From an optimization exercise on the open Yosys and OpenROAD flow, aimed at small area, a short achievable clock period and few clock cycles; shortcuts taken in it are not production practice.
Only simulation tests tie the RTL to the original design; equivalence was not proved.

File: flow/design.v
module lfsr(d, n);
input  [8:0] d;
output [8:0] n;
assign n = {d[7:0], d[1] ^ d[2] ^ d[3] ^ d[7]};
endmodule
module beetle_left_antenna(nd1, nd2, q1, q2, ra, rb);
input [17:0] nd1, nd2;    
input q1, q2;
output [32:0] ra, rb;
wire hs0, hk0;
assign {hk0, hs0} = {1'b0, (~nd1[0] & ~nd1[6])} + {1'b0, (~nd1[1] & ~nd1[5])};
wire hs1, hk1;
assign {hk1, hs1} = {1'b0, (~nd1[0] & ~nd1[4])} + {1'b0, (~nd1[1] & ~nd1[3])};
wire s0, k0;
assign {k0, s0} = {1'b0, (~nd1[0] & ~nd1[5])} + {1'b0, (~nd1[1] & ~nd1[4])} + {1'b0, (~nd1[3] & nd1[2])};
wire s1, k1;
assign {k1, s1} = {1'b0, (~nd1[2] & ~nd1[4])} + {1'b0, (~nd1[3] & ~nd1[2])} + {1'b0, hs0};
wire [8:0] Alo = {1'b0, k0, hk1, hs1, (~nd1[0] & ~nd1[3]), (~nd1[0] & ~nd1[2]), (~nd1[1] & nd1[0]), 1'b0, ~nd1[0]} + {1'b0, s1, s0, (~nd1[2] & ~nd1[1]), (~nd1[2] & nd1[1]), (~nd1[1] & ~nd1[0]), 1'b0, 1'b0, 1'b0};
wire hs2, hk2;
assign {hk2, hs2} = {1'b0, (~nd2[0] & ~nd2[6])} + {1'b0, (~nd2[1] & ~nd2[5])};
wire hs3, hk3;
assign {hk3, hs3} = {1'b0, (~nd2[0] & ~nd2[4])} + {1'b0, (~nd2[1] & ~nd2[3])};
wire s2, k2;
assign {k2, s2} = {1'b0, (~nd2[0] & ~nd2[5])} + {1'b0, (~nd2[1] & ~nd2[4])} + {1'b0, (~nd2[3] & nd2[2])};
wire s3, k3;
assign {k3, s3} = {1'b0, (~nd2[2] & ~nd2[4])} + {1'b0, (~nd2[3] & ~nd2[2])} + {1'b0, hs2};
wire [8:0] Blo = {1'b0, k2, hk3, hs3, (~nd2[0] & ~nd2[3]), (~nd2[0] & ~nd2[2]), (~nd2[1] & nd2[0]), 1'b0, ~nd2[0]} + {1'b0, s3, s2, (~nd2[2] & ~nd2[1]), (~nd2[2] & nd2[1]), (~nd2[1] & ~nd2[0]), 1'b0, 1'b0, 1'b0};
wire hs4, hk4;
assign {hk4, hs4} = {1'b0, (~nd1[0] & ~nd1[7])} + {1'b0, (~nd1[1] & ~nd1[6])};
wire hs5, hk5;
assign {hk5, hs5} = {1'b0, (~nd1[0] & ~nd1[12])} + {1'b0, (~nd1[1] & ~nd1[11])};
wire s4, k4;
assign {k4, s4} = {1'b0, (~nd1[0] & ~nd1[13])} + {1'b0, (~nd1[1] & ~nd1[12])} + {1'b0, (~nd1[2] & ~nd1[11])};
wire s5, k5;
assign {k5, s5} = {1'b0, (~nd1[0] & ~nd1[14])} + {1'b0, (~nd1[1] & ~nd1[13])} + {1'b0, (~nd1[2] & ~nd1[12])};
wire s6, k6;
assign {k6, s6} = {1'b0, (~nd1[3] & ~nd1[11])} + {1'b0, (~nd1[4] & ~nd1[10])} + {1'b0, (~nd1[5] & ~nd1[9])};
wire s7, k7;
assign {k7, s7} = {1'b0, (~nd1[0] & ~nd1[15])} + {1'b0, (~nd1[1] & ~nd1[14])} + {1'b0, (~nd1[2] & ~nd1[13])};
wire s8, k8;
assign {k8, s8} = {1'b0, (~nd1[3] & ~nd1[12])} + {1'b0, (~nd1[4] & ~nd1[11])} + {1'b0, (~nd1[5] & ~nd1[10])};
wire hs6, hk6;
assign {hk6, hs6} = {1'b0, (~nd1[6] & ~nd1[9])} + {1'b0, (~nd1[8] & nd1[7])};
wire s9, k9;
assign {k9, s9} = {1'b0, (~nd1[0] & ~nd1[16])} + {1'b0, (~nd1[1] & ~nd1[15])} + {1'b0, (~nd1[2] & ~nd1[14])};
wire s10, k10;
assign {k10, s10} = {1'b0, (~nd1[3] & ~nd1[13])} + {1'b0, (~nd1[4] & ~nd1[12])} + {1'b0, (~nd1[5] & ~nd1[11])};
wire s11, k11;
assign {k11, s11} = {1'b0, (~nd1[6] & ~nd1[10])} + {1'b0, (~nd1[7] & ~nd1[9])} + {1'b0, (~nd1[8] & ~nd1[7])};
wire s12, k12;
assign {k12, s12} = {1'b0, (~nd2[0] & ~nd2[16])} + {1'b0, (~nd2[1] & ~nd2[15])} + {1'b0, (~nd2[2] & ~nd2[14])};
wire s13, k13;
assign {k13, s13} = {1'b0, (~nd1[1] & ~nd1[16])} + {1'b0, (~nd1[2] & ~nd1[15])} + {1'b0, (~nd1[3] & ~nd1[14])};
wire s14, k14;
assign {k14, s14} = {1'b0, (~nd1[4] & ~nd1[13])} + {1'b0, (~nd1[5] & ~nd1[12])} + {1'b0, (~nd1[6] & ~nd1[11])};
wire s15, k15;
assign {k15, s15} = {1'b0, (~nd1[7] & ~nd1[10])} + {1'b0, (~nd1[9] & nd1[8])} + {1'b0, (nd1[17] | nd1[0])};
wire s16, k16;
assign {k16, s16} = {1'b0, (~nd2[1] & ~nd2[16])} + {1'b0, (~nd2[2] & ~nd2[15])} + {1'b0, (~nd2[3] & ~nd2[14])};
wire hs7, hk7;
assign {hk7, hs7} = {1'b0, (~nd2[4] & ~nd2[13])} + {1'b0, (~nd2[5] & ~nd2[12])};
wire s17, k17;
assign {k17, s17} = {1'b0, 1'b1} + {1'b0, (~nd1[2] & ~nd1[16])} + {1'b0, (~nd1[3] & ~nd1[15])};
wire s18, k18;
assign {k18, s18} = {1'b0, (~nd1[4] & ~nd1[14])} + {1'b0, (~nd1[5] & ~nd1[13])} + {1'b0, (~nd1[6] & ~nd1[12])};
wire s19, k19;
assign {k19, s19} = {1'b0, (~nd1[7] & ~nd1[11])} + {1'b0, (~nd1[8] & ~nd1[10])} + {1'b0, (~nd1[9] & ~nd1[8])};
wire s20, k20;
assign {k20, s20} = {1'b0, (nd1[17] | nd1[1])} + {1'b0, (~nd2[2] & ~nd2[16])} + {1'b0, (~nd2[3] & ~nd2[15])};
wire s21, k21;
assign {k21, s21} = {1'b0, (~nd2[4] & ~nd2[14])} + {1'b0, (~nd2[5] & ~nd2[13])} + {1'b0, (~nd2[6] & ~nd2[12])};
wire hs8, hk8;
assign {hk8, hs8} = {1'b0, (~nd2[7] & ~nd2[11])} + {1'b0, (~nd2[8] & ~nd2[10])};
wire s22, k22;
assign {k22, s22} = {1'b0, (~nd1[3] & ~nd1[16])} + {1'b0, (~nd1[4] & ~nd1[15])} + {1'b0, (~nd1[5] & ~nd1[14])};
wire s23, k23;
assign {k23, s23} = {1'b0, (~nd1[6] & ~nd1[13])} + {1'b0, (~nd1[7] & ~nd1[12])} + {1'b0, (~nd1[8] & ~nd1[11])};
wire s24, k24;
assign {k24, s24} = {1'b0, (~nd1[10] & nd1[9])} + {1'b0, (nd1[17] | nd1[2])} + {1'b0, (~nd2[3] & ~nd2[16])};
wire s25, k25;
assign {k25, s25} = {1'b0, (~nd2[4] & ~nd2[15])} + {1'b0, (~nd2[5] & ~nd2[14])} + {1'b0, (~nd2[6] & ~nd2[13])};
wire hs9, hk9;
assign {hk9, hs9} = {1'b0, (~nd2[7] & ~nd2[12])} + {1'b0, (~nd2[8] & ~nd2[11])};
wire s26, k26;
assign {k26, s26} = {1'b0, (~nd1[4] & ~nd1[16])} + {1'b0, (~nd1[5] & ~nd1[15])} + {1'b0, (~nd1[6] & ~nd1[14])};
wire s27, k27;
assign {k27, s27} = {1'b0, (~nd1[7] & ~nd1[13])} + {1'b0, (~nd1[8] & ~nd1[12])} + {1'b0, (~nd1[9] & ~nd1[11])};
wire s28, k28;
assign {k28, s28} = {1'b0, (~nd1[10] & ~nd1[9])} + {1'b0, (nd1[17] | nd1[3])} + {1'b0, (~nd2[4] & ~nd2[16])};
wire s29, k29;
assign {k29, s29} = {1'b0, (~nd2[5] & ~nd2[15])} + {1'b0, (~nd2[6] & ~nd2[14])} + {1'b0, (~nd2[7] & ~nd2[13])};
wire s30, k30;
assign {k30, s30} = {1'b0, (~nd1[5] & ~nd1[16])} + {1'b0, (~nd1[6] & ~nd1[15])} + {1'b0, (~nd1[7] & ~nd1[14])};
wire s31, k31;
assign {k31, s31} = {1'b0, (~nd1[8] & ~nd1[13])} + {1'b0, (~nd1[9] & ~nd1[12])} + {1'b0, (~nd1[11] & nd1[10])};
wire hs10, hk10;
assign {hk10, hs10} = {1'b0, (nd1[17] | nd1[4])} + {1'b0, (~nd2[5] & ~nd2[16])};
wire s32, k32;
assign {k32, s32} = {1'b0, (~nd1[6] & ~nd1[16])} + {1'b0, (~nd1[7] & ~nd1[15])} + {1'b0, (~nd1[8] & ~nd1[14])};
wire s33, k33;
assign {k33, s33} = {1'b0, (~nd1[9] & ~nd1[13])} + {1'b0, (~nd1[10] & ~nd1[12])} + {1'b0, (~nd1[11] & ~nd1[10])};
wire hs11, hk11;
assign {hk11, hs11} = {1'b0, (~nd1[7] & ~nd1[16])} + {1'b0, (~nd1[8] & ~nd1[15])};
wire s34, k34;
assign {k34, s34} = {1'b0, (~nd1[2] & ~nd1[5])} + {1'b0, (~nd1[4] & nd1[3])} + {1'b0, (~nd2[0] & ~nd2[7])};
wire s35, k35;
assign {k35, s35} = {1'b0, (~nd2[1] & ~nd2[6])} + {1'b0, (~nd2[2] & ~nd2[5])} + {1'b0, (~nd2[4] & nd2[3])};
wire s36, k36;
assign {k36, s36} = {1'b0, (~nd1[0] & ~nd1[8])} + {1'b0, (~nd1[1] & ~nd1[7])} + {1'b0, (~nd1[2] & ~nd1[6])};
wire s37, k37;
assign {k37, s37} = {1'b0, (~nd1[3] & ~nd1[5])} + {1'b0, (~nd1[4] & ~nd1[3])} + {1'b0, (~nd2[0] & ~nd2[8])};
wire s38, k38;
assign {k38, s38} = {1'b0, (~nd1[0] & ~nd1[9])} + {1'b0, (~nd1[1] & ~nd1[8])} + {1'b0, (~nd1[2] & ~nd1[7])};
wire hs12, hk12;
assign {hk12, hs12} = {1'b0, (~nd1[3] & ~nd1[6])} + {1'b0, (~nd1[5] & nd1[4])};
wire s39, k39;
assign {k39, s39} = {1'b0, (~nd1[0] & ~nd1[10])} + {1'b0, (~nd1[1] & ~nd1[9])} + {1'b0, (~nd1[2] & ~nd1[8])};
wire s40, k40;
assign {k40, s40} = {1'b0, (~nd1[3] & ~nd1[7])} + {1'b0, (~nd1[4] & ~nd1[6])} + {1'b0, (~nd1[5] & ~nd1[4])};
wire hs13, hk13;
assign {hk13, hs13} = {1'b0, (~nd2[0] & ~nd2[10])} + {1'b0, (~nd2[1] & ~nd2[9])};
wire s41, k41;
assign {k41, s41} = {1'b0, (~nd1[0] & ~nd1[11])} + {1'b0, (~nd1[1] & ~nd1[10])} + {1'b0, (~nd1[2] & ~nd1[9])};
wire s42, k42;
assign {k42, s42} = {1'b0, (~nd1[3] & ~nd1[8])} + {1'b0, (~nd1[4] & ~nd1[7])} + {1'b0, (~nd1[6] & nd1[5])};
wire s43, k43;
assign {k43, s43} = {1'b0, (~nd2[0] & ~nd2[11])} + {1'b0, (~nd2[1] & ~nd2[10])} + {1'b0, (~nd2[2] & ~nd2[9])};
wire s44, k44;
assign {k44, s44} = {1'b0, (~nd1[2] & ~nd1[10])} + {1'b0, (~nd1[3] & ~nd1[9])} + {1'b0, (~nd1[4] & ~nd1[8])};
wire s45, k45;
assign {k45, s45} = {1'b0, (~nd1[5] & ~nd1[7])} + {1'b0, (~nd1[6] & ~nd1[5])} + {1'b0, (~nd2[0] & ~nd2[12])};
wire s46, k46;
assign {k46, s46} = {1'b0, (~nd2[1] & ~nd2[11])} + {1'b0, (~nd2[2] & ~nd2[10])} + {1'b0, (~nd2[3] & ~nd2[9])};
wire hs14, hk14;
assign {hk14, hs14} = {1'b0, (~nd2[4] & ~nd2[8])} + {1'b0, (~nd2[5] & ~nd2[7])};
wire s47, k47;
assign {k47, s47} = {1'b0, (~nd1[3] & ~nd1[10])} + {1'b0, (~nd1[4] & ~nd1[9])} + {1'b0, (~nd1[5] & ~nd1[8])};
wire s48, k48;
assign {k48, s48} = {1'b0, (~nd1[7] & nd1[6])} + {1'b0, (~nd2[0] & ~nd2[13])} + {1'b0, (~nd2[1] & ~nd2[12])};
wire s49, k49;
assign {k49, s49} = {1'b0, (~nd2[2] & ~nd2[11])} + {1'b0, (~nd2[3] & ~nd2[10])} + {1'b0, (~nd2[4] & ~nd2[9])};
wire s50, k50;
assign {k50, s50} = {1'b0, (~nd2[5] & ~nd2[8])} + {1'b0, (~nd2[7] & nd2[6])} + {1'b0, hk5};
wire s51, k51;
assign {k51, s51} = {1'b0, (~nd1[6] & ~nd1[8])} + {1'b0, (~nd1[7] & ~nd1[6])} + {1'b0, (~nd2[0] & ~nd2[14])};
wire s52, k52;
assign {k52, s52} = {1'b0, (~nd2[1] & ~nd2[13])} + {1'b0, (~nd2[2] & ~nd2[12])} + {1'b0, (~nd2[3] & ~nd2[11])};
wire s53, k53;
assign {k53, s53} = {1'b0, (~nd2[4] & ~nd2[10])} + {1'b0, (~nd2[5] & ~nd2[9])} + {1'b0, (~nd2[6] & ~nd2[8])};
wire s54, k54;
assign {k54, s54} = {1'b0, (~nd2[7] & ~nd2[6])} + {1'b0, k4} + {1'b0, s5};
wire s55, k55;
assign {k55, s55} = {1'b0, (~nd2[0] & ~nd2[15])} + {1'b0, (~nd2[1] & ~nd2[14])} + {1'b0, (~nd2[2] & ~nd2[13])};
wire s56, k56;
assign {k56, s56} = {1'b0, (~nd2[3] & ~nd2[12])} + {1'b0, (~nd2[4] & ~nd2[11])} + {1'b0, (~nd2[5] & ~nd2[10])};
wire s57, k57;
assign {k57, s57} = {1'b0, (~nd2[6] & ~nd2[9])} + {1'b0, (~nd2[8] & nd2[7])} + {1'b0, k5};
wire s58, k58;
assign {k58, s58} = {1'b0, k6} + {1'b0, s7} + {1'b0, s8};
wire s59, k59;
assign {k59, s59} = {1'b0, (~nd2[3] & ~nd2[13])} + {1'b0, (~nd2[4] & ~nd2[12])} + {1'b0, (~nd2[5] & ~nd2[11])};
wire s60, k60;
assign {k60, s60} = {1'b0, (~nd2[6] & ~nd2[10])} + {1'b0, (~nd2[7] & ~nd2[9])} + {1'b0, (~nd2[8] & ~nd2[7])};
wire s61, k61;
assign {k61, s61} = {1'b0, k7} + {1'b0, k8} + {1'b0, hk6};
wire s62, k62;
assign {k62, s62} = {1'b0, s9} + {1'b0, s10} + {1'b0, s11};
wire s63, k63;
assign {k63, s63} = {1'b0, (~nd2[6] & ~nd2[11])} + {1'b0, (~nd2[7] & ~nd2[10])} + {1'b0, (~nd2[9] & nd2[8])};
wire s64, k64;
assign {k64, s64} = {1'b0, (nd2[17] | nd2[0])} + {1'b0, k9} + {1'b0, k10};
wire s65, k65;
assign {k65, s65} = {1'b0, k11} + {1'b0, k12} + {1'b0, s13};
wire s66, k66;
assign {k66, s66} = {1'b0, s14} + {1'b0, s15} + {1'b0, s16};
wire s67, k67;
assign {k67, s67} = {1'b0, (~nd2[9] & ~nd2[8])} + {1'b0, (nd2[17] | nd2[1])} + {1'b0, k13};
wire s68, k68;
assign {k68, s68} = {1'b0, k14} + {1'b0, k15} + {1'b0, k16};
wire s69, k69;
assign {k69, s69} = {1'b0, hk7} + {1'b0, s17} + {1'b0, s18};
wire s70, k70;
assign {k70, s70} = {1'b0, s19} + {1'b0, s20} + {1'b0, s21};
wire s71, k71;
assign {k71, s71} = {1'b0, (~nd2[10] & nd2[9])} + {1'b0, (nd2[17] | nd2[2])} + {1'b0, k17};
wire s72, k72;
assign {k72, s72} = {1'b0, k18} + {1'b0, k19} + {1'b0, k20};
wire s73, k73;
assign {k73, s73} = {1'b0, k21} + {1'b0, hk8} + {1'b0, s22};
wire s74, k74;
assign {k74, s74} = {1'b0, s23} + {1'b0, s24} + {1'b0, s25};
wire s75, k75;
assign {k75, s75} = {1'b0, (~nd2[8] & ~nd2[12])} + {1'b0, (~nd2[9] & ~nd2[11])} + {1'b0, (~nd2[10] & ~nd2[9])};
wire s76, k76;
assign {k76, s76} = {1'b0, (nd2[17] | nd2[3])} + {1'b0, k22} + {1'b0, k23};
wire s77, k77;
assign {k77, s77} = {1'b0, k24} + {1'b0, k25} + {1'b0, hk9};
wire s78, k78;
assign {k78, s78} = {1'b0, s26} + {1'b0, s27} + {1'b0, s28};
wire s79, k79;
assign {k79, s79} = {1'b0, (~nd2[6] & ~nd2[15])} + {1'b0, (~nd2[7] & ~nd2[14])} + {1'b0, (~nd2[8] & ~nd2[13])};
wire s80, k80;
assign {k80, s80} = {1'b0, (~nd2[9] & ~nd2[12])} + {1'b0, (~nd2[11] & nd2[10])} + {1'b0, (nd2[17] | nd2[4])};
wire s81, k81;
assign {k81, s81} = {1'b0, k26} + {1'b0, k27} + {1'b0, k28};
wire s82, k82;
assign {k82, s82} = {1'b0, k29} + {1'b0, s30} + {1'b0, s31};
wire s83, k83;
assign {k83, s83} = {1'b0, (nd1[17] | nd1[5])} + {1'b0, (~nd2[6] & ~nd2[16])} + {1'b0, (~nd2[7] & ~nd2[15])};
wire s84, k84;
assign {k84, s84} = {1'b0, (~nd2[8] & ~nd2[14])} + {1'b0, (~nd2[9] & ~nd2[13])} + {1'b0, (~nd2[10] & ~nd2[12])};
wire s85, k85;
assign {k85, s85} = {1'b0, (~nd2[11] & ~nd2[10])} + {1'b0, (nd2[17] | nd2[5])} + {1'b0, k30};
wire s86, k86;
assign {k86, s86} = {1'b0, k31} + {1'b0, hk10} + {1'b0, s32};
wire s87, k87;
assign {k87, s87} = {1'b0, (~nd1[9] & ~nd1[14])} + {1'b0, (~nd1[10] & ~nd1[13])} + {1'b0, (~nd1[12] & nd1[11])};
wire s88, k88;
assign {k88, s88} = {1'b0, (nd1[17] | nd1[6])} + {1'b0, (~nd2[7] & ~nd2[16])} + {1'b0, (~nd2[8] & ~nd2[15])};
wire s89, k89;
assign {k89, s89} = {1'b0, (~nd2[9] & ~nd2[14])} + {1'b0, (~nd2[10] & ~nd2[13])} + {1'b0, (~nd2[12] & nd2[11])};
wire s90, k90;
assign {k90, s90} = {1'b0, (nd2[17] | nd2[6])} + {1'b0, k32} + {1'b0, k33};
wire s91, k91;
assign {k91, s91} = {1'b0, (~nd1[8] & ~nd1[16])} + {1'b0, (~nd1[9] & ~nd1[15])} + {1'b0, (~nd1[10] & ~nd1[14])};
wire s92, k92;
assign {k92, s92} = {1'b0, (~nd1[11] & ~nd1[13])} + {1'b0, (~nd1[12] & ~nd1[11])} + {1'b0, (nd1[17] | nd1[7])};
wire s93, k93;
assign {k93, s93} = {1'b0, (~nd2[8] & ~nd2[16])} + {1'b0, (~nd2[9] & ~nd2[15])} + {1'b0, (~nd2[10] & ~nd2[14])};
wire s94, k94;
assign {k94, s94} = {1'b0, (~nd2[11] & ~nd2[13])} + {1'b0, (~nd2[12] & ~nd2[11])} + {1'b0, (nd2[17] | nd2[7])};
wire s95, k95;
assign {k95, s95} = {1'b0, (~nd1[9] & ~nd1[16])} + {1'b0, (~nd1[10] & ~nd1[15])} + {1'b0, (~nd1[11] & ~nd1[14])};
wire s96, k96;
assign {k96, s96} = {1'b0, (~nd1[13] & nd1[12])} + {1'b0, (nd1[17] | nd1[8])} + {1'b0, (~nd2[9] & ~nd2[16])};
wire hs15, hk15;
assign {hk15, hs15} = {1'b0, (~nd2[10] & ~nd2[15])} + {1'b0, (~nd2[11] & ~nd2[14])};
wire s97, k97;
assign {k97, s97} = {1'b0, (~nd1[10] & ~nd1[16])} + {1'b0, (~nd1[11] & ~nd1[15])} + {1'b0, (~nd1[12] & ~nd1[14])};
wire s98, k98;
assign {k98, s98} = {1'b0, (~nd1[13] & ~nd1[12])} + {1'b0, (nd1[17] | nd1[9])} + {1'b0, (~nd2[10] & ~nd2[16])};
wire hs16, hk16;
assign {hk16, hs16} = {1'b0, (~nd1[11] & ~nd1[16])} + {1'b0, (~nd1[12] & ~nd1[15])};
wire s99, k99;
assign {k99, s99} = {1'b0, hk0} + {1'b0, hk2} + {1'b0, s34};
wire hs17, hk17;
assign {hk17, hs17} = {1'b0, s35} + {1'b0, hs4};
wire s100, k100;
assign {k100, s100} = {1'b0, (~nd2[1] & ~nd2[7])} + {1'b0, (~nd2[2] & ~nd2[6])} + {1'b0, (~nd2[3] & ~nd2[5])};
wire s101, k101;
assign {k101, s101} = {1'b0, (~nd2[4] & ~nd2[3])} + {1'b0, k34} + {1'b0, k35};
wire hs18, hk18;
assign {hk18, hs18} = {1'b0, hk4} + {1'b0, s36};
wire s102, k102;
assign {k102, s102} = {1'b0, (~nd2[0] & ~nd2[9])} + {1'b0, (~nd2[1] & ~nd2[8])} + {1'b0, (~nd2[2] & ~nd2[7])};
wire s103, k103;
assign {k103, s103} = {1'b0, (~nd2[3] & ~nd2[6])} + {1'b0, (~nd2[5] & nd2[4])} + {1'b0, k36};
wire s104, k104;
assign {k104, s104} = {1'b0, k37} + {1'b0, s38} + {1'b0, hs12};
wire s105, k105;
assign {k105, s105} = {1'b0, (~nd2[2] & ~nd2[8])} + {1'b0, (~nd2[3] & ~nd2[7])} + {1'b0, (~nd2[4] & ~nd2[6])};
wire s106, k106;
assign {k106, s106} = {1'b0, (~nd2[5] & ~nd2[4])} + {1'b0, k38} + {1'b0, hk12};
wire s107, k107;
assign {k107, s107} = {1'b0, s39} + {1'b0, s40} + {1'b0, hs13};
wire s108, k108;
assign {k108, s108} = {1'b0, (~nd2[3] & ~nd2[8])} + {1'b0, (~nd2[4] & ~nd2[7])} + {1'b0, (~nd2[6] & nd2[5])};
wire s109, k109;
assign {k109, s109} = {1'b0, k39} + {1'b0, k40} + {1'b0, hk13};
wire s110, k110;
assign {k110, s110} = {1'b0, s41} + {1'b0, s42} + {1'b0, s43};
wire s111, k111;
assign {k111, s111} = {1'b0, (~nd2[6] & ~nd2[5])} + {1'b0, k41} + {1'b0, k42};
wire s112, k112;
assign {k112, s112} = {1'b0, k43} + {1'b0, s44} + {1'b0, s45};
wire s113, k113;
assign {k113, s113} = {1'b0, s46} + {1'b0, hs14} + {1'b0, hs5};
wire s114, k114;
assign {k114, s114} = {1'b0, k44} + {1'b0, k45} + {1'b0, k46};
wire s115, k115;
assign {k115, s115} = {1'b0, hk14} + {1'b0, s47} + {1'b0, s48};
wire s116, k116;
assign {k116, s116} = {1'b0, s49} + {1'b0, s4} + {1'b0, s50};
wire s117, k117;
assign {k117, s117} = {1'b0, k47} + {1'b0, k48} + {1'b0, k49};
wire s118, k118;
assign {k118, s118} = {1'b0, s51} + {1'b0, s52} + {1'b0, s53};
wire s119, k119;
assign {k119, s119} = {1'b0, s6} + {1'b0, k50} + {1'b0, s54};
wire s120, k120;
assign {k120, s120} = {1'b0, k51} + {1'b0, k52} + {1'b0, k53};
wire s121, k121;
assign {k121, s121} = {1'b0, s55} + {1'b0, s56} + {1'b0, hs6};
wire s122, k122;
assign {k122, s122} = {1'b0, k54} + {1'b0, s57} + {1'b0, s58};
wire s123, k123;
assign {k123, s123} = {1'b0, k55} + {1'b0, k56} + {1'b0, s59};
wire s124, k124;
assign {k124, s124} = {1'b0, s60} + {1'b0, s12} + {1'b0, k57};
wire s125, k125;
assign {k125, s125} = {1'b0, k58} + {1'b0, s61} + {1'b0, s62};
wire s126, k126;
assign {k126, s126} = {1'b0, k59} + {1'b0, k60} + {1'b0, s63};
wire s127, k127;
assign {k127, s127} = {1'b0, hs7} + {1'b0, k61} + {1'b0, k62};
wire s128, k128;
assign {k128, s128} = {1'b0, s64} + {1'b0, s65} + {1'b0, s66};
wire s129, k129;
assign {k129, s129} = {1'b0, k63} + {1'b0, hs8} + {1'b0, k64};
wire s130, k130;
assign {k130, s130} = {1'b0, k65} + {1'b0, k66} + {1'b0, s67};
wire s131, k131;
assign {k131, s131} = {1'b0, s68} + {1'b0, s69} + {1'b0, s70};
wire s132, k132;
assign {k132, s132} = {1'b0, hs9} + {1'b0, k67} + {1'b0, k68};
wire s133, k133;
assign {k133, s133} = {1'b0, k69} + {1'b0, k70} + {1'b0, s71};
wire s134, k134;
assign {k134, s134} = {1'b0, s72} + {1'b0, s73} + {1'b0, s74};
wire s135, k135;
assign {k135, s135} = {1'b0, s75} + {1'b0, s29} + {1'b0, k71};
wire s136, k136;
assign {k136, s136} = {1'b0, k72} + {1'b0, k73} + {1'b0, k74};
wire s137, k137;
assign {k137, s137} = {1'b0, s76} + {1'b0, s77} + {1'b0, s78};
wire s138, k138;
assign {k138, s138} = {1'b0, k75} + {1'b0, s79} + {1'b0, s80};
wire s139, k139;
assign {k139, s139} = {1'b0, hs10} + {1'b0, k76} + {1'b0, k77};
wire s140, k140;
assign {k140, s140} = {1'b0, k78} + {1'b0, s81} + {1'b0, s82};
wire s141, k141;
assign {k141, s141} = {1'b0, k79} + {1'b0, k80} + {1'b0, s83};
wire s142, k142;
assign {k142, s142} = {1'b0, s84} + {1'b0, s33} + {1'b0, k81};
wire s143, k143;
assign {k143, s143} = {1'b0, k82} + {1'b0, s85} + {1'b0, s86};
wire s144, k144;
assign {k144, s144} = {1'b0, k83} + {1'b0, k84} + {1'b0, s87};
wire s145, k145;
assign {k145, s145} = {1'b0, s88} + {1'b0, s89} + {1'b0, hs11};
wire s146, k146;
assign {k146, s146} = {1'b0, k85} + {1'b0, k86} + {1'b0, s90};
wire s147, k147;
assign {k147, s147} = {1'b0, k87} + {1'b0, k88} + {1'b0, k89};
wire s148, k148;
assign {k148, s148} = {1'b0, hk11} + {1'b0, s91} + {1'b0, s92};
wire s149, k149;
assign {k149, s149} = {1'b0, s93} + {1'b0, s94} + {1'b0, k90};
wire s150, k150;
assign {k150, s150} = {1'b0, (~nd2[13] & nd2[12])} + {1'b0, (nd2[17] | nd2[8])} + {1'b0, k91};
wire s151, k151;
assign {k151, s151} = {1'b0, k92} + {1'b0, k93} + {1'b0, k94};
wire s152, k152;
assign {k152, s152} = {1'b0, s95} + {1'b0, s96} + {1'b0, hs15};
wire s153, k153;
assign {k153, s153} = {1'b0, (~nd2[11] & ~nd2[15])} + {1'b0, (~nd2[12] & ~nd2[14])} + {1'b0, (~nd2[13] & ~nd2[12])};
wire s154, k154;
assign {k154, s154} = {1'b0, (nd2[17] | nd2[9])} + {1'b0, k95} + {1'b0, k96};
wire s155, k155;
assign {k155, s155} = {1'b0, hk15} + {1'b0, s97} + {1'b0, s98};
wire s156, k156;
assign {k156, s156} = {1'b0, (~nd1[14] & nd1[13])} + {1'b0, (nd1[17] | nd1[10])} + {1'b0, (~nd2[11] & ~nd2[16])};
wire s157, k157;
assign {k157, s157} = {1'b0, (~nd2[12] & ~nd2[15])} + {1'b0, (~nd2[14] & nd2[13])} + {1'b0, (nd2[17] | nd2[10])};
wire s158, k158;
assign {k158, s158} = {1'b0, k97} + {1'b0, k98} + {1'b0, hs16};
wire s159, k159;
assign {k159, s159} = {1'b0, (~nd1[12] & ~nd1[16])} + {1'b0, (~nd1[13] & ~nd1[15])} + {1'b0, (~nd1[14] & ~nd1[13])};
wire s160, k160;
assign {k160, s160} = {1'b0, (nd1[17] | nd1[11])} + {1'b0, (~nd2[12] & ~nd2[16])} + {1'b0, (~nd2[13] & ~nd2[15])};
wire s161, k161;
assign {k161, s161} = {1'b0, (~nd2[14] & ~nd2[13])} + {1'b0, (nd2[17] | nd2[11])} + {1'b0, hk16};
wire s162, k162;
assign {k162, s162} = {1'b0, (~nd1[13] & ~nd1[16])} + {1'b0, (~nd1[15] & nd1[14])} + {1'b0, (nd1[17] | nd1[12])};
wire hs19, hk19;
assign {hk19, hs19} = {1'b0, (~nd2[13] & ~nd2[16])} + {1'b0, (~nd2[15] & nd2[14])};
wire s163, k163;
assign {k163, s163} = {1'b0, (~nd1[14] & ~nd1[16])} + {1'b0, (~nd1[15] & ~nd1[14])} + {1'b0, (nd1[17] | nd1[13])};
wire s164, k164;
assign {k164, s164} = {1'b0, k1} + {1'b0, k3} + {1'b0, s99};
wire s165, k165;
assign {k165, s165} = {1'b0, s100} + {1'b0, s37} + {1'b0, k99};
wire hs20, hk20;
assign {hk20, hs20} = {1'b0, hk17} + {1'b0, s101};
wire s166, k166;
assign {k166, s166} = {1'b0, k100} + {1'b0, s102} + {1'b0, k101};
wire s167, k167;
assign {k167, s167} = {1'b0, hk18} + {1'b0, s103} + {1'b0, s104};
wire s168, k168;
assign {k168, s168} = {1'b0, k102} + {1'b0, s105} + {1'b0, k103};
wire s169, k169;
assign {k169, s169} = {1'b0, k104} + {1'b0, s106} + {1'b0, s107};
wire s170, k170;
assign {k170, s170} = {1'b0, k105} + {1'b0, s108} + {1'b0, k106};
wire s171, k171;
assign {k171, s171} = {1'b0, k107} + {1'b0, s109} + {1'b0, s110};
wire s172, k172;
assign {k172, s172} = {1'b0, k108} + {1'b0, k109} + {1'b0, k110};
wire s173, k173;
assign {k173, s173} = {1'b0, s111} + {1'b0, s112} + {1'b0, s113};
wire s174, k174;
assign {k174, s174} = {1'b0, k111} + {1'b0, k112} + {1'b0, k113};
wire s175, k175;
assign {k175, s175} = {1'b0, s114} + {1'b0, s115} + {1'b0, s116};
wire s176, k176;
assign {k176, s176} = {1'b0, k114} + {1'b0, k115} + {1'b0, s117};
wire s177, k177;
assign {k177, s177} = {1'b0, s118} + {1'b0, k116} + {1'b0, s119};
wire s178, k178;
assign {k178, s178} = {1'b0, k117} + {1'b0, k118} + {1'b0, s120};
wire s179, k179;
assign {k179, s179} = {1'b0, s121} + {1'b0, k119} + {1'b0, s122};
wire s180, k180;
assign {k180, s180} = {1'b0, k120} + {1'b0, k121} + {1'b0, s123};
wire s181, k181;
assign {k181, s181} = {1'b0, s124} + {1'b0, k122} + {1'b0, s125};
wire s182, k182;
assign {k182, s182} = {1'b0, k123} + {1'b0, s126} + {1'b0, k124};
wire s183, k183;
assign {k183, s183} = {1'b0, s127} + {1'b0, k125} + {1'b0, s128};
wire s184, k184;
assign {k184, s184} = {1'b0, k126} + {1'b0, k127} + {1'b0, s129};
wire s185, k185;
assign {k185, s185} = {1'b0, s130} + {1'b0, k128} + {1'b0, s131};
wire s186, k186;
assign {k186, s186} = {1'b0, k129} + {1'b0, k130} + {1'b0, s132};
wire s187, k187;
assign {k187, s187} = {1'b0, s133} + {1'b0, k131} + {1'b0, s134};
wire s188, k188;
assign {k188, s188} = {1'b0, k132} + {1'b0, k133} + {1'b0, s135};
wire s189, k189;
assign {k189, s189} = {1'b0, s136} + {1'b0, k134} + {1'b0, s137};
wire s190, k190;
assign {k190, s190} = {1'b0, s138} + {1'b0, k135} + {1'b0, k136};
wire s191, k191;
assign {k191, s191} = {1'b0, s139} + {1'b0, k137} + {1'b0, s140};
wire s192, k192;
assign {k192, s192} = {1'b0, k138} + {1'b0, s141} + {1'b0, k139};
wire s193, k193;
assign {k193, s193} = {1'b0, s142} + {1'b0, k140} + {1'b0, s143};
wire s194, k194;
assign {k194, s194} = {1'b0, k141} + {1'b0, s144} + {1'b0, s145};
wire s195, k195;
assign {k195, s195} = {1'b0, k142} + {1'b0, s146} + {1'b0, k143};
wire s196, k196;
assign {k196, s196} = {1'b0, k144} + {1'b0, k145} + {1'b0, s147};
wire s197, k197;
assign {k197, s197} = {1'b0, s148} + {1'b0, k146} + {1'b0, s149};
wire s198, k198;
assign {k198, s198} = {1'b0, k147} + {1'b0, k148} + {1'b0, s150};
wire s199, k199;
assign {k199, s199} = {1'b0, s151} + {1'b0, s152} + {1'b0, k149};
wire s200, k200;
assign {k200, s200} = {1'b0, s153} + {1'b0, k150} + {1'b0, k151};
wire s201, k201;
assign {k201, s201} = {1'b0, k152} + {1'b0, s154} + {1'b0, s155};
wire s202, k202;
assign {k202, s202} = {1'b0, k153} + {1'b0, s156} + {1'b0, s157};
wire s203, k203;
assign {k203, s203} = {1'b0, k154} + {1'b0, k155} + {1'b0, s158};
wire s204, k204;
assign {k204, s204} = {1'b0, k156} + {1'b0, k157} + {1'b0, s159};
wire s205, k205;
assign {k205, s205} = {1'b0, s160} + {1'b0, k158} + {1'b0, s161};
wire s206, k206;
assign {k206, s206} = {1'b0, (nd2[17] | nd2[12])} + {1'b0, k159} + {1'b0, k160};
wire s207, k207;
assign {k207, s207} = {1'b0, s162} + {1'b0, hs19} + {1'b0, k161};
wire s208, k208;
assign {k208, s208} = {1'b0, (~nd2[14] & ~nd2[16])} + {1'b0, (~nd2[15] & ~nd2[14])} + {1'b0, (nd2[17] | nd2[13])};
wire s209, k209;
assign {k209, s209} = {1'b0, k162} + {1'b0, hk19} + {1'b0, s163};
wire s210, k210;
assign {k210, s210} = {1'b0, (~nd1[16] & nd1[15])} + {1'b0, (nd1[17] | nd1[14])} + {1'b0, (~nd2[16] & nd2[15])};
wire hs21, hk21;
assign {hk21, hs21} = {1'b0, (nd2[17] | nd2[14])} + {1'b0, k163};
wire s211, k211;
assign {k211, s211} = {1'b0, (~nd1[16] & ~nd1[15])} + {1'b0, (nd1[17] | nd1[15])} + {1'b0, (~nd2[16] & ~nd2[15])};
wire s212, k212;
assign {k212, s212} = {1'b0, (nd2[17] | nd2[15])} + {1'b0, (q1 & ~nd1[0])} + {1'b0, (q2 & ~nd2[0])};
wire s213, k213;
assign {k213, s213} = {1'b0, ~nd1[17]} + {1'b0, ~nd2[17]} + {1'b0, (nd1[17] | nd1[16])};
wire s214, k214;
assign {k214, s214} = {1'b0, (nd2[17] | nd2[16])} + {1'b0, (q1 & ~nd1[1])} + {1'b0, (q2 & ~nd2[1])};
wire hs22, hk22;
assign {hk22, hs22} = {1'b0, hs17} + {1'b0, s164};
wire s215, k215;
assign {k215, s215} = {1'b0, hs18} + {1'b0, s165} + {1'b0, hs20};
wire s216, k216;
assign {k216, s216} = {1'b0, k165} + {1'b0, hk20} + {1'b0, s166};
wire s217, k217;
assign {k217, s217} = {1'b0, k166} + {1'b0, s168} + {1'b0, k167};
wire s218, k218;
assign {k218, s218} = {1'b0, k168} + {1'b0, s170} + {1'b0, k169};
wire s219, k219;
assign {k219, s219} = {1'b0, k170} + {1'b0, s172} + {1'b0, k171};
wire s220, k220;
assign {k220, s220} = {1'b0, k172} + {1'b0, s174} + {1'b0, k173};
wire s221, k221;
assign {k221, s221} = {1'b0, k174} + {1'b0, s176} + {1'b0, k175};
wire s222, k222;
assign {k222, s222} = {1'b0, k176} + {1'b0, s178} + {1'b0, k177};
wire s223, k223;
assign {k223, s223} = {1'b0, k178} + {1'b0, s180} + {1'b0, k179};
wire s224, k224;
assign {k224, s224} = {1'b0, k180} + {1'b0, s182} + {1'b0, k181};
wire s225, k225;
assign {k225, s225} = {1'b0, k182} + {1'b0, s184} + {1'b0, k183};
wire s226, k226;
assign {k226, s226} = {1'b0, k184} + {1'b0, s186} + {1'b0, k185};
wire s227, k227;
assign {k227, s227} = {1'b0, k186} + {1'b0, s188} + {1'b0, k187};
wire s228, k228;
assign {k228, s228} = {1'b0, k188} + {1'b0, s190} + {1'b0, k189};
wire s229, k229;
assign {k229, s229} = {1'b0, k190} + {1'b0, s192} + {1'b0, k191};
wire s230, k230;
assign {k230, s230} = {1'b0, s194} + {1'b0, k192} + {1'b0, k193};
wire s231, k231;
assign {k231, s231} = {1'b0, s196} + {1'b0, k194} + {1'b0, k195};
wire s232, k232;
assign {k232, s232} = {1'b0, k196} + {1'b0, s198} + {1'b0, s199};
wire s233, k233;
assign {k233, s233} = {1'b0, k198} + {1'b0, s200} + {1'b0, s201};
wire s234, k234;
assign {k234, s234} = {1'b0, s202} + {1'b0, k200} + {1'b0, k201};
wire s235, k235;
assign {k235, s235} = {1'b0, k202} + {1'b0, s204} + {1'b0, s205};
wire s236, k236;
assign {k236, s236} = {1'b0, k204} + {1'b0, s206} + {1'b0, k205};
wire s237, k237;
assign {k237, s237} = {1'b0, s208} + {1'b0, k206} + {1'b0, s209};
wire s238, k238;
assign {k238, s238} = {1'b0, k208} + {1'b0, s210} + {1'b0, k209};
wire s239, k239;
assign {k239, s239} = {1'b0, k210} + {1'b0, s211} + {1'b0, s212};
wire s240, k240;
assign {k240, s240} = {1'b0, k211} + {1'b0, s213} + {1'b0, k212};
wire s241, k241;
assign {k241, s241} = {1'b0, (q1 & ~nd1[2])} + {1'b0, (q2 & ~nd2[2])} + {1'b0, k213};
wire hs23, hk23;
assign {hk23, hs23} = {1'b0, 1'b1} + {1'b0, (q1 & ~nd1[3])};
wire hs24, hk24;
assign {hk24, hs24} = {1'b0, 1'b1} + {1'b0, (q1 & ~nd1[4])};
wire hs25, hk25;
assign {hk25, hs25} = {1'b0, 1'b1} + {1'b0, (q1 & ~nd1[5])};
wire hs26, hk26;
assign {hk26, hs26} = {1'b0, 1'b1} + {1'b0, (q1 & ~nd1[6])};
wire hs27, hk27;
assign {hk27, hs27} = {1'b0, Alo[8]} + {1'b0, Blo[8]};
wire s242, k242;
assign {k242, s242} = {1'b0, k164} + {1'b0, hk22} + {1'b0, s215};
wire s243, k243;
assign {k243, s243} = {1'b0, s167} + {1'b0, k215} + {1'b0, s216};
wire s244, k244;
assign {k244, s244} = {1'b0, s169} + {1'b0, k216} + {1'b0, s217};
wire s245, k245;
assign {k245, s245} = {1'b0, s171} + {1'b0, k217} + {1'b0, s218};
wire s246, k246;
assign {k246, s246} = {1'b0, s173} + {1'b0, k218} + {1'b0, s219};
wire s247, k247;
assign {k247, s247} = {1'b0, k219} + {1'b0, s175} + {1'b0, s220};
wire s248, k248;
assign {k248, s248} = {1'b0, k220} + {1'b0, s177} + {1'b0, s221};
wire s249, k249;
assign {k249, s249} = {1'b0, s179} + {1'b0, k221} + {1'b0, s222};
wire s250, k250;
assign {k250, s250} = {1'b0, s181} + {1'b0, k222} + {1'b0, s223};
wire s251, k251;
assign {k251, s251} = {1'b0, s183} + {1'b0, k223} + {1'b0, s224};
wire s252, k252;
assign {k252, s252} = {1'b0, s185} + {1'b0, k224} + {1'b0, s225};
wire s253, k253;
assign {k253, s253} = {1'b0, s187} + {1'b0, k225} + {1'b0, s226};
wire s254, k254;
assign {k254, s254} = {1'b0, s189} + {1'b0, k226} + {1'b0, s227};
wire s255, k255;
assign {k255, s255} = {1'b0, s191} + {1'b0, k227} + {1'b0, s228};
wire s256, k256;
assign {k256, s256} = {1'b0, s193} + {1'b0, k228} + {1'b0, s229};
wire s257, k257;
assign {k257, s257} = {1'b0, s195} + {1'b0, k229} + {1'b0, s230};
wire s258, k258;
assign {k258, s258} = {1'b0, s197} + {1'b0, k230} + {1'b0, s231};
wire s259, k259;
assign {k259, s259} = {1'b0, k197} + {1'b0, k231} + {1'b0, s232};
wire s260, k260;
assign {k260, s260} = {1'b0, k199} + {1'b0, s233} + {1'b0, k232};
wire s261, k261;
assign {k261, s261} = {1'b0, s203} + {1'b0, k233} + {1'b0, s234};
wire s262, k262;
assign {k262, s262} = {1'b0, k203} + {1'b0, k234} + {1'b0, s235};
wire s263, k263;
assign {k263, s263} = {1'b0, s207} + {1'b0, s236} + {1'b0, k235};
wire s264, k264;
assign {k264, s264} = {1'b0, k207} + {1'b0, s237} + {1'b0, k236};
wire s265, k265;
assign {k265, s265} = {1'b0, hs21} + {1'b0, s238} + {1'b0, k237};
wire s266, k266;
assign {k266, s266} = {1'b0, hk21} + {1'b0, s239} + {1'b0, k238};
wire s267, k267;
assign {k267, s267} = {1'b0, s214} + {1'b0, k239} + {1'b0, s240};
wire s268, k268;
assign {k268, s268} = {1'b0, k214} + {1'b0, s241} + {1'b0, k240};
wire s269, k269;
assign {k269, s269} = {1'b0, (q2 & ~nd2[3])} + {1'b0, hs23} + {1'b0, k241};
wire s270, k270;
assign {k270, s270} = {1'b0, (q2 & ~nd2[4])} + {1'b0, hk23} + {1'b0, hs24};
wire s271, k271;
assign {k271, s271} = {1'b0, (q2 & ~nd2[5])} + {1'b0, hk24} + {1'b0, hs25};
wire s272, k272;
assign {k272, s272} = {1'b0, (q2 & ~nd2[6])} + {1'b0, hk25} + {1'b0, hs26};
wire hs28, hk28;
assign {hk28, hs28} = {1'b0, 1'b1} + {1'b0, hk26};
assign ra = {k272, k271, k270, k269, k268, k267, k266, k265, k264, k263, k262, k261, k260, k259, k258, k257, k256, k255, k254, k253, k252, k251, k250, k249, k248, k247, k246, k245, k244, k243, k242, hk27, hs27};
assign rb = {hs28, s272, s271, s270, s269, s268, s267, s266, s265, s264, s263, s262, s261, s260, s259, s258, s257, s256, s255, s254, s253, s252, s251, s250, s249, s248, s247, s246, s245, s244, s243, s242, hs22};
endmodule
module beetle_compare(al, bl, ar, br, gt);
input [32:0] al, bl, ar, br;
output gt;
wire [31:0] a = {~al[31], al[30:0]};
wire [31:0] b = bl[31:0];
wire [31:0] c = ~{~ar[31], ar[30:0]};
wire [31:0] e = ~br[31:0];
wire [32:0] tl = {1'b0, a} + {1'b0, b};
wire [32:0] tr = {1'b0, ~c} + {1'b0, br[31:0]};
wire [31:0] x1 = a ^ b;
wire [31:0] x2 = c ^ e;
wire [31:0] x = x1 ^ x2;
wire [31:0] co;
wire [31:0] ci = {co[30:0], 1'b1};
genvar i;
generate for (i = 0; i < 32; i = i + 1) begin : cmp4
  assign co[i] = x1[i] ? c[i] : a[i];
end endgenerate
wire [31:0] xs = x ^ ci;
wire [31:0] xk = {x[30:0] & ci[30:0] | ~x[30:0] & e[30:0], 1'b0};
wire k31 = x[31] ? ci[31] : e[31];
wire [32:0] ts = {1'b0, xs} + {1'b0, xk};
assign gt = ~(ts[32] ^ k31 ^ co[31] ^ tl[32] ^ tr[32]);
endmodule
module beetle_right_antenna(dir, sense, s3, step);
input  [8:0]  dir;
input  [12:0] sense;
input  [14:0] s3;
output [13:0] step;
wire [15:0] s1 = {3'b000, sense};
wire [15:0] s2 = {2'b00, sense, 1'b0};
wire [15:0] t3 = {1'b0, s3};
wire [15:0] s4 = {1'b0, sense, 2'b00};
wire [3:0] g0 = {dir[2:0], 1'b0};
wire [3:0] g1 = dir[5:2];
wire [3:0] g2 = dir[8:5];
wire [15:0] r0, r1, r2;
wire n0, n1, n2;
beetle_booth_row b0(g0, s1, s2, t3, s4, r0, n0);
beetle_booth_row b1(g1, s1, s2, t3, s4, r1, n1);
beetle_booth_row b2(g2, s1, s2, t3, s4, r2, n2);
wire [21:0] p = {{6{n0}}, r0} + {{3{n1}}, r1, 3'd0} + {r2, 6'd0}
              + {15'd0, n2, 2'b00, n1, 2'b00, n0};
assign step = p[21:8];
endmodule
module beetle_booth_row(g, s1, s2, s3, s4, r, n);
input  [3:0]  g;
input  [15:0] s1, s2, s3, s4;
output [15:0] r;
output n;
wire [2:0] a = g[3] ? ~g[2:0] : g[2:0];
wire m1 = ~a[2] & (a[1] ^ a[0]);
wire m2 = ~a[2] & a[1] & a[0] | a[2] & ~a[1] & ~a[0];
wire m3 = a[2] & (a[1] ^ a[0]);
wire m4 = a[2] & a[1] & a[0];
wire [15:0] mag = {16{m1}} & s1 | {16{m2}} & s2 | {16{m3}} & s3 | {16{m4}} & s4;
assign r = g[3] ? ~mag : mag;
assign n = g[3];
endmodule
module beetle_position(mx, my, nx, ny, d1, d2, q1, q2);
parameter NB = 0;
input  [15:0] mx, my;
input  signed [13:0] nx, ny;
output [17:0] d1, d2;
output q1, q2;
wire [15:0] fx = {{2{nx[13]}}, nx};
wire [15:0] fy = {{2{ny[13]}}, ny};
wire [15:0] ax = NB ? mx - fx : mx + fx;
wire [15:0] ay = NB ? my - fy : my + fy;
assign d1 = 18'd1791 - {2'b00, ax} - {ay[15], ay, 1'b0};
assign d2 = 18'd1279 - {ax[15], ax, 1'b0} - {2'b00, ay};
assign q1 = ay[15];
assign q2 = ax[15];
endmodule
module bas(clock,reset,load, seed_x,seed_y,iterations,x,y,x_extreme,y_extreme,out_value,done );
    input clock,reset,load;
    input [8:0] seed_x,seed_y;
    input [8:0] iterations;
    input [15:0] x,y;
    output signed [15:0] x_extreme,y_extreme;
    output signed [39:0] out_value;
    output reg done;
    reg [15:0] x_curr, y_curr;           
    reg signed [13:0] step_x, step_y;    
    reg signed [13:0] step_nx, step_ny;  
    reg [17:0] dl1, dl2, dr1, dr2;       
    reg ql1, ql2, qr1, qr2;              
    reg [32:0] value_curr;               
    reg [8:0] dir_x, dir_y;              
    reg [12:0] sense;                    
    reg [8:0] remain;
    reg run;
    reg first;                           
    reg [15:0] x_best, y_best;
    reg [32:0] value_best;
    reg value_init;                      
    wire [32:0] al, bl, ar, br;
    beetle_left_antenna ol(dl1, dl2, ql1, ql2, al, bl);
    beetle_left_antenna or_(dr1, dr2, qr1, qr2, ar, br);
    wire go_right;
    beetle_compare cmp(al, bl, ar, br, go_right);
    wire [32:0] odour_l = al + bl;
    wire [32:0] odour_r = ar + br;
    wire [15:0] x_l = x_curr + {{2{step_x[13]}}, step_x};
    wire [15:0] y_l = y_curr + {{2{step_y[13]}}, step_y};
    wire [15:0] x_r = x_curr - {{2{step_x[13]}}, step_x};
    wire [15:0] y_r = y_curr - {{2{step_y[13]}}, step_y};
    wire [17:0] ell1, ell2, elr1, elr2, erl1, erl2, err1, err2;
    wire qll1, qll2, qlr1, qlr2, qrl1, qrl2, qrr1, qrr2;
    wire signed [13:0] first_x = {{5{dir_x[8]}}, dir_x} + {{2{dir_x[8]}}, dir_x, 3'b000} + {dir_x[8], dir_x, 4'b0000};
    wire signed [13:0] first_y = {{5{dir_y[8]}}, dir_y} + {{2{dir_y[8]}}, dir_y, 3'b000} + {dir_y[8], dir_y, 4'b0000};
    wire signed [13:0] next_x = first ? first_x : step_nx;
    wire signed [13:0] next_y = first ? first_y : step_ny;
    beetle_position #(0) pll(x_l, y_l, next_x, next_y, ell1, ell2, qll1, qll2);
    beetle_position #(1) plr(x_l, y_l, next_x, next_y, elr1, elr2, qlr1, qlr2);
    beetle_position #(0) prl(x_r, y_r, next_x, next_y, erl1, erl2, qrl1, qrl2);
    beetle_position #(1) prr(x_r, y_r, next_x, next_y, err1, err2, qrr1, qrr2);
    wire signed [13:0] mul_x, mul_y;
    wire [14:0] sense3 = {2'b00, sense} + {1'b0, sense, 1'b0};
    wire [8:0] dir_x_n, dir_y_n;
    lfsr lx(dir_x, dir_x_n);
    lfsr ly(dir_y, dir_y_n);
    beetle_right_antenna mulx(dir_x_n, sense, sense3, mul_x);
    beetle_right_antenna muly(dir_y_n, sense, sense3, mul_y);
    assign x_extreme = x_best;
    assign y_extreme = y_best;
    assign out_value = {4'b0, {3{value_init}}, value_best};
    always @(posedge clock) begin
        if (reset) begin
            x_curr <= x;
            y_curr <= y;
            dl1 <= 18'd0;
            dl2 <= 18'd0;
            dr1 <= 18'd0;
            dr2 <= 18'd0;
            ql1 <= 1'b0;
            ql2 <= 1'b0;
            qr1 <= 1'b0;
            qr2 <= 1'b0;
            step_x <= 14'd0;
            step_y <= 14'd0;
            step_nx <= 14'd0;
            step_ny <= 14'd0;
            dir_x <= 9'd0;
            dir_y <= 9'd0;
        end else begin
            if (go_right) begin
                x_curr <= x_r;
                y_curr <= y_r;
                dl1 <= erl1;
                dl2 <= erl2;
                dr1 <= err1;
                dr2 <= err2;
                ql1 <= qrl1;
                ql2 <= qrl2;
                qr1 <= qrr1;
                qr2 <= qrr2;
            end else begin
                x_curr <= x_l;
                y_curr <= y_l;
                dl1 <= ell1;
                dl2 <= ell2;
                dr1 <= elr1;
                dr2 <= elr2;
                ql1 <= qll1;
                ql2 <= qll2;
                qr1 <= qlr1;
                qr2 <= qlr2;
            end
            step_x <= next_x;
            step_y <= next_y;
            step_nx <= mul_x;
            step_ny <= mul_y;
            if (load) begin
                dir_x <= seed_x;
                dir_y <= seed_y;
            end else begin
                dir_x <= dir_x_n;
                dir_y <= dir_y_n;
            end
        end
        value_curr <= go_right ? odour_r : odour_l;
        if (reset)
            sense <= 13'd6400;
        else
            sense <= sense - {8'd0, sense[12:8]} - {12'd0, sense[7:0] != 8'd0};
        if (reset) begin
            run <= 1'b0;
            done <= 1'b0;
            first <= 1'b0;
            x_best <= 16'd0;
            y_best <= 16'd0;
            value_best <= {33{1'b1}};
            value_init <= 1'b1;
        end else if (load) begin
            remain <= iterations;
            first <= 1'b1;
            run <= iterations != 9'd0;
            done <= iterations == 9'd0;
        end else if (run) begin
            remain <= remain - 9'd1;
            first <= 1'b0;
            if (remain == 9'd0) begin
                run <= 1'b0;
                done <= 1'b1;
            end
            if (!first && value_curr < value_best) begin
                x_best <= x_curr;
                y_best <= y_curr;
                value_best <= value_curr;
                value_init <= 1'b0;
            end
        end
    end
endmodule
File: flow/flow/run.sh
#!/bin/bash
# The standard layout, with timing repair aiming for 20 ns of setup slack
# at the design's clock period (over-fixing, as SETUP_SLACK_MARGIN does),
# on the worst 10% of endpoints, and sky130_fd_sc_hd__buf_2 cells as the port buffers.
set -euo pipefail
bash standard.sh SETUP_SLACK_MARGIN=20 TNS_END_PERCENT=10 "BUFFER_PORTS_ARGS=-buffer_cell sky130_fd_sc_hd__buf_2" finish > orfs_make.log 2>&1
File: flow/standard.sh
#!/bin/bash
# synth_recipe.tcl (not shown) runs the flow's synth.tcl, then flattens the netlist and writes it again
# the make line also repeats each setting of config.mk as NAME=value (left out here)
make -C /OpenROAD-flow-scripts/flow DESIGN_CONFIG=/design/flow/config.mk WORK_HOME=/design/flow/orfs CLKGATE_MAP_FILE= SYNTH_SCRIPT=/design/flow/synth_recipe.tcl "${@:-finish}"
File: flow/config.mk
export PLATFORM = sky130hd
export DESIGN_NAME = bas
export DESIGN_NICKNAME = bas
export VERILOG_FILES = /design/flow/design.v
export SDC_FILE = /design/flow/constraint.sdc
export NUM_CORES = 8
export LEC_CHECK = 0
export ABC_AREA = 1
export CAP_MARGIN = 20
export CORE_MARGIN = 2
export CORE_UTILIZATION = 45
export CTS_BUF_LIST = sky130_fd_sc_hd__clkbuf_8
export SLEW_MARGIN = 20
File: flow/constraint.sdc
create_clock -name core_clock -period 27.0 [get_ports {clock}]
set_input_delay 5.4000 -clock core_clock [delete_from_list [all_inputs] [get_ports {clock}]]
set_output_delay 5.4000 -clock core_clock [all_outputs]
set_load 0.01 [all_outputs]
==> impl_metrics.env, run 1 <==
export IMPL_outcome="no timing/DRC/antenna violations"
export IMPL_post_drt_wl_per_cell_um=21.9
export IMPL_grt_overflow=0
export IMPL_rrSetupSlack_ns=20.05
export IMPL_cp_start_kind="flop"
export IMPL_tns_ns=0
export IMPL_synth_seq_area_share_pct=10.9
export IMPL_start_util_pct=45.5
export IMPL_worstPathArrival_ns=7.57
export IMPL_rows=129
export IMPL_grt_antenna_before_repair=1
export IMPL_drcViolationCount=0
export IMPL_grtUsageMet1_pct=42.3
export IMPL_hold_viol=0
export IMPL_path_class="reg2reg"
export IMPL_yosysWarningCount=1
export IMPL_hp_class="reg2reg"
export IMPL_ctsHoldBuffers=0
export IMPL_routabilityCongestion=1.02
export IMPL_drive_gt1_share_pct=12.5
export IMPL_maxSlewViolCount=0
export IMPL_use_met3_pct=4.35
export IMPL_cp_startpoint="dr1[7]"
export IMPL_final_cell_mix="nand2_1 (1316), inv_1 (1208), nor2_1 (943)"
export IMPL_r2r_end="value_curr[29]"
export IMPL_crit_top_cell="fa_2"
export IMPL_cp_slowest_stage_delay_ns=0.64
export IMPL_required_ns=27.63
export IMPL_synth_area_per_cell_um2=7.21
export IMPL_clock_sinks=304
export IMPL_routed_wl_um=214000
export IMPL_final_setup_viol_count=0
export IMPL_fmax_ghz=0.144
export IMPL_cts_max_level=3
export IMPL_grt_pass1_wl_um=316000
export IMPL_drtIter0Drc=5180
export IMPL_pin_count=135
export IMPL_met2_usage_pct=53.1
export IMPL_die_area_um2=128000
export IMPL_core_region_area_um2=124000
export IMPL_die_y_um=358
export IMPL_die_x_um=358
export IMPL_path_max_fanout=13
export IMPL_timing_rr_start="dr1[7]"
export IMPL_cts_buffers=66
export IMPL_holdWs_ns=0.480
export IMPL_period_minus_slack_ns=6.95
export IMPL_clock_latency_ns=0.79
export IMPL_clock_skew_final_ns=0.0681
export IMPL_r2r_cells=32
export IMPL_relSlewSlack_pct=31.4
export IMPL_fin_crit_sh_pct=25.7
export IMPL_antenna_left=0
export IMPL_cts_tree="built"
export IMPL_cap_violations=0
export IMPL_rsz0062_at_grt="true"
export IMPL_netlist_instances=7839
export IMPL_synthFlopType="dfxtp_1"
export IMPL_synthArstFlopShare_pct=0
export IMPL_area_delta_synth_final_pct=14.6
export IMPL_global_route_peak_usage_layer="met2"
export IMPL_clock_root_buffer="clkbuf_8"
export IMPL_crit_slowest_cell="fa_2"
export IMPL_grt_pass1_vias=52900
export IMPL_dr_pass1_iters=6
export IMPL_crit_path_end_kind="flop"
export IMPL_vias_per_cell=5.54
export IMPL_final_common_cell="nand2_1"
export IMPL_synth_cell_types=70
export IMPL_nNetsFinal=9454
export IMPL_path_clk_slew_ns=0.06
export IMPL_crit_end="value_curr[29]"
export IMPL_netlist_area_um2=56500
export IMPL_grt_max_degree=79
export IMPL_dp_hpwl_um=165000
export IMPL_clockBufferDepth=3
export IMPL_grt_usage_pct=32.4
export IMPL_tightestPinTransition_ns=1.02
export IMPL_ys_ff_latch=304
export IMPL_placement_io_buffers=130
export IMPL_vias=54200
export IMPL_synth_edff_count=9
-- cell usage after synthesis, types with 44 or more instances --
master / n / share of area [%]
nand4_1: 44 / 0.49
fa_1: 585 / 21
clkbuf_1: 213 / 1.4
nand2_1: 1330 / 8.8
dfxtp_1: 295 / 10
a21oi_1: 609 / 5.4
nor3_1: 65 / 0.58
xnor2_1: 122 / 1.9
inv_1: 1267 / 8.4
o22ai_1: 61 / 0.68
ha_1: 709 / 16
o21ai_0: 443 / 3.9
nand3_1: 238 / 2.1
nor2_1: 959 / 6.4
xor2_1: 402 / 6.2
-- final cells by class --
type	instances	area, um^2
diodes	4	10.0
fillers	12400	59400
repair buffers	473	4180
clock inverters	44	403
clock buffers	76	1050
flip-flops and latches	304	6350
well taps	1637	2050
multi-input cells	5967	45600
inverters	1286	5070
-- per-stage QoR --
stage | cell area (um^2) | std cells | utilization [%] | worst slack [ns]
global placement | 58400 | 9377 | 47.0 | 18.21
detailed placement | 58400 | 9377 | 47.0 | 18.04
finish | 64700 | 9791 | 52.2 | 20.05
global route | 64700 | 9788 | 52.1 | 19.86
floorplan | 56500 | 7842 | - | 20.14
CTS | 62000 | 9616 | 50.0 | 19.93
-- logic make-up after synthesis --
| logic type | count (synthesis) | share of synthesized area (%) |
|---|---|---|
| mux | 6 | 0.124 |
| buf+inv | 1576 | 10.8 |
| fa+ha+maj | 1294 | 36.4 |
| xor+xnor | 527 | 8.21 |
| simple gates | 2710 | 19.3 |
| flops | 304 | 10.9 |
| compound gates | 1421 | 14.1 |
| other cells | 1 | 0.00664 |
-- how the worst min path moves through the flow --
stage | end | cells after the start | slack, ns | start
2_1_floorplan | value_best[0] | 2 | 0.44 | value_curr[0]
3_3_place_gp | y_best[2] | 2 | 0.46 | y_best[2]
3_5_place_dp | x_best[3] | 2 | 0.47 | x_best[3]
4_1_cts | value_best[19] | 2 | 0.49 | value_curr[19]
5_1_grt | y_best[11] | 2 | 0.50 | y_best[11]
6_report | y_best[12] | 2 | 0.48 | y_best[12]
-- flip-flops by register name (all words and copies together), names as in the netlist, 17 cells and up --
register / count
value_best: 33
value_curr: 33
dl1: 18
dl2: 18
dr1: 17
dr2: 17
-- routing by layer --
layer  wire (um)  up-vias  part of all wire, %
met2       97100     2391                   45
li1            -    25500                    -
met4       12100        0                  5.7
met5           0        -                    0
met1       89000    25800                   42
met3       16000      528                  7.5
-- worst max-delay path: cells and delay by family (launching register included) --
kind / cells / cell delay (ns)
compound gates: 5 / 0.69
xor+xnor: 1 / 0.16
fa+ha+maj: 8 / 3.40
buf+inv: 8 / 0.95
flops: 1 / 0.42
simple gates: 10 / 1.15
-- timing repair --
action                                  in CTS  in global routing
endpoints found under the setup margin     176                174
gates resized for setup                    296                315
setup buffers                              108                160
cloned                                      11                 11
pin swaps                                   21                120
Testbench counts, summed over its fixed seeds: cycles 49,176.
==> inputs of run 2 (changes only) <==
==> flow/flow/run.sh (replaced) <==
#!/bin/bash
# The standard layout, with timing repair aiming for 20 ns of setup slack
# at the design's clock period (over-fixing, as SETUP_SLACK_MARGIN does),
# on the worst 10% of endpoints, and sky130_fd_sc_hd__buf_1 cells as the port buffers.
set -euo pipefail
bash standard.sh SETUP_SLACK_MARGIN=20 TNS_END_PERCENT=10 "BUFFER_PORTS_ARGS=-buffer_cell sky130_fd_sc_hd__buf_1" finish > orfs_make.log 2>&1
--- a/flow/config.mk
+++ b/flow/config.mk
@@ -10,4 +10,3 @@
 export CORE_MARGIN = 2
 export CORE_UTILIZATION = 45
-export CTS_BUF_LIST = sky130_fd_sc_hd__clkbuf_8
 export SLEW_MARGIN = 20
==> impl_metrics.env, run 2 <==
export IMPL_yosysMostFrequentCell="nand2_1"
export IMPL_maxSlewViolCount=0
export IMPL_final_cell_mix="nand2_1 (1310), inv_1 (1185), nor2_1 (947)"
export IMPL_netlist_instances=7839
export IMPL_post_drt_wl_per_cell_um=22.1
export IMPL_nNetsFinal=9435
export IMPL_cap_violations=0
export IMPL_grtUsageMet1_pct=42.4
export IMPL_required_ns=27.54
export IMPL_tightestPinTransition_ns=1.02
export IMPL_cp_start_kind="input pin"
export IMPL_synth_area_leaders="fa_1 (21%), ha_1 (16%), dfxtp_1 (10%)"
export IMPL_antenna_left=0
export IMPL_grt_pass1_wl_um=318000
export IMPL_synthFlopType="dfxtp_1"
export IMPL_final_common_cell="nand2_1"
export IMPL_routed_wl_um=216000
export IMPL_vias=54200
export IMPL_global_route_peak_usage_layer="met2"
export IMPL_core_region_area_um2=124000
export IMPL_start_util_pct=45.5
export IMPL_pre_cts_ws_ns=17.99
export IMPL_pin_count=135
export IMPL_placement_io_buffers=130
export IMPL_grt_usage_pct=32.6
export IMPL_fin_area_um2=64700
export IMPL_synth_seq_area_share_pct=10.9
export IMPL_dp_hpwl_um=166000
export IMPL_synth_edff_count=9
export IMPL_grt_pass1_vias=52900
export IMPL_placed_area_um2=58300
export IMPL_clock_sinks=304
export IMPL_synth_area_per_cell_um2=7.21
export IMPL_crit_path_end_kind="flop"
export IMPL_grt_max_degree=108
export IMPL_clock_skew_final_ns=0.0257
export IMPL_path_max_fanout=93
export IMPL_netlist_area_um2=56500
export IMPL_rsz0062_at_grt="true"
export IMPL_path_clk_slew_ns=0.06
export IMPL_rows=129
export IMPL_synthArstFlopShare_pct=0
export IMPL_final_core_util_pct=52.1
export IMPL_drcViolationCount=0
export IMPL_vias_per_cell=5.56
export IMPL_tns_ns=0
export IMPL_clock_root_buffer="clkbuf_16"
export IMPL_clock_latency_ns=0.64
export IMPL_setup_ws_ns=20.03
export IMPL_cts_tree="built"
export IMPL_relSlewSlack_pct=31.6
export IMPL_period_minus_slack_ns=6.97
export IMPL_netlist_top_cells_count="nand2_1 (1330), inv_1 (1267), nor2_1 (959)"
export IMPL_worstPathArrival_ns=7.52
export IMPL_fmax_ghz=0.143
export IMPL_hold_viol=0
export IMPL_grt_overflow=0
export IMPL_outcome="no timing/DRC/antenna violations"
export IMPL_yosys_area_top_type_share_pct=20.7
export IMPL_dr_pass1_iters=6
export IMPL_synth_cell_types=70
export IMPL_reg_top3="value_best x33, value_curr x33"
export IMPL_final_setup_viol_count=0
export IMPL_cts_buffers=43
export IMPL_drive_gt1_share_pct=10.9
export IMPL_ys_ff_latch=304
export IMPL_area_delta_synth_final_pct=14.6
export IMPL_yosysTopAreaCell="fa_1"
export IMPL_die_area_um2=128000
export IMPL_use_met3_pct=4.20
export IMPL_met2_usage_pct=53.3
export IMPL_rrSetupSlack_ns=20.06
export IMPL_hp_class="reg2reg"
export IMPL_routabilityCongestion=0.992
export IMPL_die_x_um=358
export IMPL_fin_crit_sh_pct=25.8
export IMPL_path_class="in2reg"
export IMPL_die_y_um=358
export IMPL_yosysWarningCount=1
export IMPL_drtIter0Drc=4770
export IMPL_grt_antenna_before_repair=2
export IMPL_cts_max_level=2
export IMPL_clockBufferDepth=3
## run 2: cell families (layout without fill, tap and decap cells)
logic type | count (synthesis) | count (layout) | share of synthesized area [%]
adders and majority gates | 1294 | 1294 | 36.4
xor gates and xnor gates | 527 | 527 | 8.21
muxes | 6 | 6 | 0.124
DFF | 304 | 304 | 10.9
AOI/OAI and AO/OA | 1421 | 1421 | 14.1
other | 1 | 5 | 0.00664
buffers and inverters | 1576 | 1837 | 10.8
and+or+nand+nor | 2710 | 2715 | 19.3
## run 2: what timing repair did
item / CTS / global route
setup endpoints to repair: 237 / 209
cloned: 15 / 4
pin swaps: 46 / 167
setup buffers: 128 / 135
hold buffers: 0 / 0
gates resized for setup: 327 / 316
## run 2: critical path, cell delays in order
cell and delay (ns):
buf_1 0.07, buf_4 0.20, nor2_1 0.45, nand2_1 0.39, clkinv_2 0.27, buf_12 0.33, a21oi_1 0.14, o21ai_0 0.09
## run 2: cell type report
| class | instances | area (um^2) |
|---|---|---|
| clock buffer | 49 | 1120 |
| inverter | 1286 | 5050 |
| sequential | 304 | 6320 |
| clock inverter | 25 | 303 |
| fill | 12300 | 59400 |
| antenna | 1 | 2.50 |
| multi-input combinational | 5967 | 45800 |
| timing repair buffer | 477 | 4100 |
| tap | 1637 | 2050 |
## run 2: final timing paths
path	start	end	depth (start not counted)
max	load	value_best[10]	8
min	value_curr[19]	value_best[19]	2
max reg2reg	dl2[9]	x_curr[11]	29
min reg2reg	value_curr[19]	value_best[19]	2
## run 2: metal layers
| metal | vias up | routed length, um |
|---|---|---|
| met2 | 2301 | 97100 |
| li1 | 25400 | - |
| met3 | 524 | 16000 |
| met5 | - | 13 |
| met1 | 25900 | 90000 |
| met4 | 2 | 12600 |
## run 2: stage by stage
step                instances  hold slack [ns]
global route             9745            0.503
finish                   9746            0.487
detailed placement       9389            0.465
global placement         9389            0.460
floorplan                7842            0.444
CTS                      9606            0.481

[afterwards: timing with drivers on the ports]
In the flow no input, the clock included, has a driving cell. The finished layouts below were timed again as built, in two steps. Step 1: set_driving_cell puts a clkbuf_16 on clock and a buf_2 on each other input, an assumption about the parent block. Step 2 times the ports against the registers' clock, not the clock port: input delays grow and output delays shrink by t, the midpoint of the rising clock arrivals with the driver on. Three values: ideal, step 1, step 2; two values: the first two.
run	t, ns	slack for setup (ns)	worst register clock-pin slew, ns	worst data-port slew with drivers (ns)
run 1	0.829	20.053 / 20.053 / 19.367	0.08 / 0.08	0.06
run 2	0.706	20.027 / 20.065 / 19.384	0.08 / 0.08	0.05
After both steps every run listed still meets setup and hold. For run 1, which loses most, drivers alone change the setup slack by 0.000 ns; drivers and shift together by -0.686 ns.
